This is an optimization exercise on Yosys and OpenROAD, whose aim is small area, a short achievable clock period and few clock cycles per item, not a production implementation.
Where RTL was checked, it was by simulation tests only, not by an equivalence proof against the original.
For run 2, only the layout was checked, not whether the RTL still works.

## flow/design.v (module list and top-level ports; edited modules follow where they fit)
// module tanh: 1632 lines
// module tanh_fa: 4 lines
// module tanh_ha: 4 lines
module tanh (
    input  clk,
    input  rst,
    input  [13:0] i_x,
    input  i_valid,
    output o_ready,
    output [13:0] o_fx,
    output o_valid,
    input  i_ready
);
  // ...
==> flow/run.sh <==
#!/bin/bash
# synth_recipe.tcl (not shown) runs the flow's synth.tcl, then flattens the netlist and writes it again
# the make line also repeats each setting of config.mk as NAME=value (left out here)
make -C /OpenROAD-flow-scripts/flow DESIGN_CONFIG=/design/flow/config.mk WORK_HOME=/design/flow/orfs CLKGATE_MAP_FILE= SYNTH_SCRIPT=/design/flow/synth_recipe.tcl finish
==> flow/config.mk <==
export PLATFORM = sky130hd
export DESIGN_NAME = tanh
export DESIGN_NICKNAME = tanh
export VERILOG_FILES = /design/flow/design.v
export SDC_FILE = /design/flow/constraint.sdc
export NUM_CORES = 4
export LEC_CHECK = 0
export CAP_MARGIN = 20
export CORE_MARGIN = 2
export CORE_UTILIZATION = 40
export CTS_CLUSTER_DIAMETER = 120
export CTS_CLUSTER_SIZE = 22
export SETUP_SLACK_MARGIN = 4.8
export SLEW_MARGIN = 20
export SYNTH_HIERARCHICAL = 1
export SYNTH_MINIMUM_KEEP_SIZE = 0
==> flow/constraint.sdc <==
create_clock -name core_clock -period 8.0 [get_ports {clk}]
set_input_delay 1.6000 -clock core_clock [delete_from_list [all_inputs] [get_ports {clk}]]
set_output_delay 1.6000 -clock core_clock [all_outputs]
set_load 0.01 [all_outputs]
==> summary.txt, run 1 <==
Run status
  • Outcome: no timing/DRC/antenna violations

Final layout
  • Seq area share: 0.411
  • Largest cell class by area: multi-input combinational cells
  • Share of cell area taken by multi-input logic gates: 0.472
  • Most frequent cells in the layout: edfxtp_1 (600), xnor2_1 (406), a22oi_1 (365), fa_1 (319), ha_1 (281)

Place
  • Placed Cells: 4,147

Route
  • Top sig layer: met4
  • Initial DRC count: 1,541
  • Routed len/inst: 18.8 um
  • Antenna violation net count after detailed routing: 0

Yosys
  • Share of the synthesized area in the top cell type: 0.445
  • Post-Syn Nets: 3,636
  • Synth area leaders: edfxtp_1 (45%), fa_1 (16%), ha_1 (8.9%), xnor2_1 (8.8%), a22oi_1 (6.8%)
  • Compound-gate portion of the synthesized area: 0.114
  • Syn Inst Count: 3,012

Setup path
  • CP endpoint kind: register
  • Crit path kind: reg -> reg
  • Slowest cell on crit path: edfxtp_1

Floorplanning
  • IO Count: 34

Timing
  • Hold Vio Cnt, Final: 0
  • Worst Tran Pin Value: 1.14 ns
  • Max_slew headroom: 0.233
  • TNS Setup: 0 ns
Testbench counts, summed over its fixed seeds: cycles 16,112, items 16,000.
==> run 2, diff against run 1 <==
--- a/flow/design.v
+++ b/flow/design.v
@@ -20,18 +20,18 @@
 logic [13:0] q_s2;
 logic [13:0] x_s2;
 logic [4:0] d1_one;
 logic [3:0] d1_two;
 logic [3:0] d1_neg;
 logic [13:0] q_s3;
 logic [13:0] x_s3;
 logic [0:0] m2_hc;
-logic [17:0] m2_ha;
-logic [17:0] m2_hb;
+logic [15:0] m2_ha;
+logic [15:0] m2_hb;
 logic [13:0] x_s4;
 logic [13:0] q_s4;
 logic [5:0] d2_one;
 logic [4:0] d2_two;
 logic [4:0] d2_neg;
 logic [13:0] x_s5;
 logic [13:0] q_s5;
 logic [0:0] m3_hc;
@@ -511,19 +511,19 @@
 wire m2_s_312, m2_c_312;
 tanh_fa m2_fa_312 (.a(m2_pp_255), .b(m2_s_293), .c(m2_c_292), .s(m2_s_312), .co(m2_c_312));
 wire m2_s_313, m2_c_313;
 tanh_fa m2_fa_313 (.a(m2_pp_256), .b(m2_pp_242), .c(m2_s_294), .s(m2_s_313), .co(m2_c_313));
 wire m2_s_314 = ~(m2_pp_257 ^ m2_pp_243);
 wire m2_c_315 = m2_pp_257 | m2_pp_243;
 wire [25:0] m2_ra = {1'b1, 1'b1, 1'b1, m2_c_315, m2_s_314, m2_s_313, m2_s_312, m2_s_311, m2_s_310, m2_s_309, m2_s_308, m2_s_307, m2_s_306, m2_s_305, m2_s_304, m2_s_303, m2_s_302, m2_s_301, m2_s_300, m2_s_299, m2_s_298, m2_s_297, m2_s_296, m2_s_295, m2_pp_185, m2_pp_184};
 wire [25:0] m2_rb = {1'b0, 1'b0, 1'b0, 1'b0, m2_c_313, m2_c_312, m2_c_311, m2_c_310, m2_c_309, m2_c_308, m2_c_307, m2_c_306, m2_c_305, m2_c_304, m2_c_303, m2_c_302, m2_c_301, m2_c_300, m2_c_299, m2_c_298, m2_c_297, m2_c_296, m2_c_295, d1_neg[1], 1'b0, d1_neg[0]};
-wire [8:0] m2_lo = m2_ra[7:0] + m2_rb[7:0];
-wire [17:0] m2_full = m2_ha + m2_hb + {17'd0, m2_hc};
-wire [13:0] m2_sum = m2_full[17:4];
+wire [10:0] m2_lo = m2_ra[9:0] + m2_rb[9:0];
+wire [15:0] m2_full = m2_ha + m2_hb + {15'd0, m2_hc};
+wire [13:0] m2_sum = m2_full[15:2];
 wire [9:0] m2_r = m2_sum[9:0];
 wire [5:0] d2_one_w = {~m2_r[9], (m2_r[8] ^ m2_r[7]), (m2_r[6] ^ m2_r[5]), (m2_r[4] ^ m2_r[3]), (m2_r[2] ^ m2_r[1]), m2_r[0]};
 wire [4:0] d2_two_w = {((m2_r[9] & (~m2_r[8] & ~m2_r[7])) | (~m2_r[9] & (m2_r[8] & m2_r[7]))), ((m2_r[7] & (~m2_r[6] & ~m2_r[5])) | (~m2_r[7] & (m2_r[6] & m2_r[5]))), ((m2_r[5] & (~m2_r[4] & ~m2_r[3])) | (~m2_r[5] & (m2_r[4] & m2_r[3]))), ((m2_r[3] & (~m2_r[2] & ~m2_r[1])) | (~m2_r[3] & (m2_r[2] & m2_r[1]))), (m2_r[1] & ~m2_r[0])};
 wire [4:0] d2_neg_w = {m2_r[9], m2_r[7], m2_r[5], m2_r[3], m2_r[1]};
 wire m3_pp_316 = ((d2_one[0] & q_s5[0]) ^ d2_neg[0]);
 wire m3_pp_317 = (((d2_one[0] & q_s5[1]) | (d2_two[0] & q_s5[0])) ^ d2_neg[0]);
 wire m3_pp_318 = (((d2_one[0] & q_s5[2]) | (d2_two[0] & q_s5[1])) ^ d2_neg[0]);
 wire m3_pp_319 = (((d2_one[0] & q_s5[3]) | (d2_two[0] & q_s5[2])) ^ d2_neg[0]);
@@ -1570,19 +1570,19 @@
         x_s1 <= x0;
         q_s2 <= m1_sum;
         x_s2 <= x_s1;
         d1_one <= d1_one_w;
         d1_two <= d1_two_w;
         d1_neg <= d1_neg_w;
         q_s3 <= q_s2;
         x_s3 <= x_s2;
-        m2_hc <= m2_lo[8:8];
-        m2_ha <= m2_ra[25:8];
-        m2_hb <= m2_rb[25:8];
+        m2_hc <= m2_lo[10:10];
+        m2_ha <= m2_ra[25:10];
+        m2_hb <= m2_rb[25:10];
         x_s4 <= x_s3;
         q_s4 <= q_s3;
         d2_one <= d2_one_w;
         d2_two <= d2_two_w;
         d2_neg <= d2_neg_w;
         x_s5 <= x_s4;
         q_s5 <= q_s4;
         m3_hc <= m3_lo[8:8];
==> flow/config.mk (replaced) <==
export PLATFORM = sky130hd
export DESIGN_NAME = tanh
export DESIGN_NICKNAME = tanh
export VERILOG_FILES = /design/flow/design.v
export SDC_FILE = /design/flow/constraint.sdc
export NUM_CORES = 4
export LEC_CHECK = 0
export CAP_MARGIN = 20
export CORE_MARGIN = 2
export CORE_UTILIZATION = 40
export SETUP_SLACK_MARGIN = 4.7
export SLEW_MARGIN = 20
export SYNTH_HIERARCHICAL = 1
export SYNTH_MINIMUM_KEEP_SIZE = 0
==> summary.txt, run 2 <==
Run status
  • Outcome: no timing/DRC/antenna violations (unchanged)

Route
  • Routed len/inst: 17.3 um (was 18.8 um)
  • DR vias/cell: 5.24 (was 5.43)
  • Antenna violation net count after detailed routing: 0 (unchanged)
  • Routed WL: 77.4 mm (was 82.5 mm)
  • Initial DRC count: 1,528 (was 1,541)
  • Drt drc: 0 (unchanged)
  • Vias: 23,452 (was 23,780)
  • First-pass DRT Iterations: 6 (was 5)

Final layout
  • Most frequent cells in the layout: edfxtp_1 (596), xnor2_1 (406), a22oi_1 (365), fa_1 (319), ha_1 (284) (was edfxtp_1 (600), xnor2_1 (406), a22oi_1 (365), fa_1 (319), ha_1 (281))
  • Area delta synth->final: 11.7% (was 10.4%)
  • Storage element area: 18,200 um^2 (was 18,400 um^2)
  • # nets final: 3,685 (was 3,697)
  • Footprint of the multi-input gates: 21,200 um^2 (was 21,100 um^2)
  • Post-Route Utilization: 0.451 (was 0.446)
  • Commonest non-fill, non-tap cell in the layout: edfxtp_1 (unchanged)
  • Post-route cell area: 45,200 um^2 (was 44,600 um^2)
  • Fillers: 9,065 (was 8,896)
  • Share of layout cells above drive strength 1: 0.0969 (was 0.107)
  • Antenna Cells: 0 (unchanged)

Clock tree
  • CTS sink cnt: 613 (was 617)
  • Max Root-Sink Buffers: 3 (unchanged)
  • # H-tree levels: 3 (was 2)
  • Clock Latency Late Sink: 0.62 ns (was 0.59 ns)
  • Worst-path clk slew: 0.07 ns (was 0.09 ns)
  • # hold bufs at CTS: 0 (unchanged)
  • CTS Buf Count: 71 (was 34)
  • CTS Root Cell: clkbuf_16 (unchanged)
  • CTS tree: done (unchanged)

Run
  • MaxCap Viol Count: 0 (unchanged)

Global routing
  • First-pass GRT wire length: 128 mm (was 133 mm)
  • Initial antenna violation count: 0 (unchanged)
  • Pin count of the biggest net entering global routing: 90 (was 138)
  • GR Overflow Total: 0 (unchanged)
  • Gr usage total: 0.151 (was 0.159)
  • Vias in the first global route: 24,221 (was 25,108)

Floorplanning
  • IO Count: 34 (unchanged)
  • Initial Util: 0.404 (about the same)
  • Core area: 100,000 um^2 (about the same)
  • Die H: 322 um (about the same)
  • Die X: 322 um (about the same)
  • Die Area: 104,000 um^2 (about the same)
  • Row cnt: 116 (unchanged)

Setup path
  • Slowest stage delay, CP: 0.74 ns (was 0.38 ns)
  • Slowest cell on crit path: edfxtp_1 (unchanged)
  • CP Max Fanout: 14 (was 4)
  • Critical path startpoint category: register (unchanged)
  • Crit path kind: reg -> reg (unchanged)
  • Req. time, crit path: 8.36 ns (was 8.33 ns)
  • Crit path cell chain: a22oi_1 -> xnor2_1 -> fa_1 -> fa_1 -> fa_1 -> fa_1 (was ha_1 -> a211oi_2 -> o21ai_2 -> a311oi_2 -> o21bai_1 -> o31ai_2 -> xor2_1 -> buf_4 -> inv_1 -> ha_2 -> nand2_1 -> a21oi_1 -> a311oi_1 -> nand2_1)
  • CP endpoint kind: register (unchanged)
  • Crit path DAT: 3.53 ns (was 3.48 ns)
  • CP most frequent cell: fa_1 (was nand2_1)

Timing
  • Clk_skew: 0.0453 ns (was 0.0229 ns)
  • TNS Setup: 0 ns (unchanged)
  • Hold Vio Cnt, Final: 0 (unchanged)
  • Max_slew headroom: 0.328 (was 0.233)
  • RSZ-0062 raised after global routing: yes (unchanged)
  • Worst Tran Pin Value: 1.01 ns (was 1.14 ns)
  • Fin crit share: 0.397 (was 0.394)
  • WHS: 0.405 ns (was 0.410 ns)
  • Fmax: 0.315 GHz (was 0.317 GHz)
  • Setup Viol. Count Final: 0 (unchanged)
  • Fin. max-slew vios: 0 (unchanged)
  • Clock period minus worst slack: 3.17 ns (was 3.15 ns)

Yosys
  • Yosys warns: 7 (unchanged)
  • Cell accounting for the most synthesized area: edfxtp_1 (unchanged)
  • Synthesized flop and latch total: 613 (was 617)
  • Post-Syn Nets: 3,666 (was 3,636)
  • Synth area leaders: edfxtp_1 (44%), fa_1 (16%), ha_1 (8.9%), xnor2_1 (8.8%), a22oi_1 (6.8%) (was edfxtp_1 (45%), fa_1 (16%), ha_1 (8.9%), xnor2_1 (8.8%), a22oi_1 (6.8%))
  • Ys flop type: edfxtp_1 (unchanged)
  • Share of the synthesized area in the top cell type: 0.442 (was 0.445)
  • Synth Cell Area: 40,500 um^2 (was 40,400 um^2)
  • Post-synthesis sequential area ratio: 0.450 (was 0.454)
  • Most common cell in the netlist: edfxtp_1 (unchanged)
  • Syn Inst Count: 3,042 (was 3,012)
  • Synthesized area per cell: 13.3 um^2 (was 13.4 um^2)
  • Synth async-reset ratio: 0 (unchanged)
  • Number of flops mapped to enable cells by yosys: 596 (was 600)
  • Post-synthesis cell type count: 71 (was 76)
  • Synth cell count leaders: edfxtp_1 (596), xnor2_1 (407), a22oi_1 (365) (was edfxtp_1 (600), xnor2_1 (408), a22oi_1 (365))

Place
  • Hpwl dp: 52.4 mm (was 58.0 mm)
  • Final GP Congestion: 0.785 (was 0.871)
  • IO buf count: 33 (unchanged)
  • Placed Area: 41,900 um^2 (was 41,800 um^2)

Hold path
  • Tightest Hold Check Type: reg -> reg (unchanged)
==> run 2: cell count changes in the layout (fill, tap and decap cells not counted), sizes merged, moves of 8 or more <==
cell and delta:
inv -8, clkbuf +39, clkinv +34, buf -76, o21ai +18
==> run 2: path summary, 6_finish.rpt <==
| kind | start | end | slack, ns | cells past startpoint |
|---|---|---|---|---|
| min | x_s9[13]$_DFFE_PP_ | x_s10[13]$_DFFE_PP_ | 0.41 | 0 |
| max | d4_two[2]$_DFFE_PP_ | m5_ha[9]$_DFFE_PP_ | 4.83 | 6 |
| min reg2reg | x_s9[13]$_DFFE_PP_ | x_s10[13]$_DFFE_PP_ | 0.41 | 0 |
| max reg2reg | d4_two[2]$_DFFE_PP_ | m5_ha[9]$_DFFE_PP_ | 4.83 | 6 |
==> run 2: per-stage QoR <==
stage | setup WS, ns | instances
CTS | 4.54 | 4379
floorplan | 2.27 | 3042
detailed placement | 4.01 | 4236
global route | 4.67 | 4473
global placement | 4.04 | 4236
finish | 4.83 | 4473
==> run 2: worst max-delay path, delay by kind of cell (launching register included) <==
family,cells,cell delay (ns)
AO/OA/AOI/OAI,1,0.21
flip-flops,1,0.74
adder cells (fa/ha/maj),4,1.81
XOR/XNOR,1,0.18
==> run 2: cell families after synthesis <==
group,Yosys count,share of synthesized area
compound gates,643,0.114
flops,613,0.450
fa+ha+maj,606,0.246
xor+xnor,484,0.105
buf+inv,329,0.0305
simple gates,318,0.0414
mux,49,0.0131
==> run 2: layer usage <==
| layer | global-route usage | vias to the layer above | part of all wire |
|---|---|---|---|
| li1 | - | 11015 | - |
| met1 | 0.205 | 11862 | 0.46 |
| met2 | 0.254 | 471 | 0.48 |
| met3 | 0.0235 | 104 | 0.041 |
| met4 | 0.0401 | 0 | 0.019 |
| met5 | 0 | - | 0 |
==> run 2: final cells by class <==
class | count | area share
clock buffers | 82 | 0.0406
repair buffers | 155 | 0.0321
well taps | 1357 | 0.0375
multi-input cells | 2100 | 0.468
inverters | 120 | 0.00996
clock inverters | 46 | 0.00847
flip-flops and latches | 613 | 0.403
==> run 2: modules after synthesis, one instance, submodules excluded <==
module   area [um^2]  flip-flops and latches
tanh_fa         20.0                       0
tanh_ha         12.5                       0
tanh           33200                     613
==> run 2: timing repair <==
action | in CTS | in global routing
endpoints found under the setup margin | 90 | 104
hold endpoints to repair | 0 | 0
gates resized for setup | 6 | 8
pin swaps | 1 | 3
setup buffers | 15 | 94

re-timing with driven ports:
No port has a modelled driver above. Below, the same layouts with a new extraction and two added sets of constraints. Step 1, drivers: a clkbuf_16 drives clk and a buf_2 each remaining input, both assumed. Step 2 times the ports against the registers' clock, not the clock port: input delays grow and output delays shrink by t, the midpoint of the rising clock arrivals with the driver on. Three values: ideal ports, drivers, drivers and shift; two values: the first two.
run | t (ns) | slack for setup (ns) | pins driven straight from the clock port
run 1 | 0.639 | 4.846 / 4.802 / 4.512 | 1
run 2 | 0.669 | 4.826 / 4.789 / 4.264 | 1
After both steps setup and hold are still met in every run listed. For run 2, which loses most, drivers alone change the setup slack by -0.037 ns; drivers and shift together by -0.562 ns.
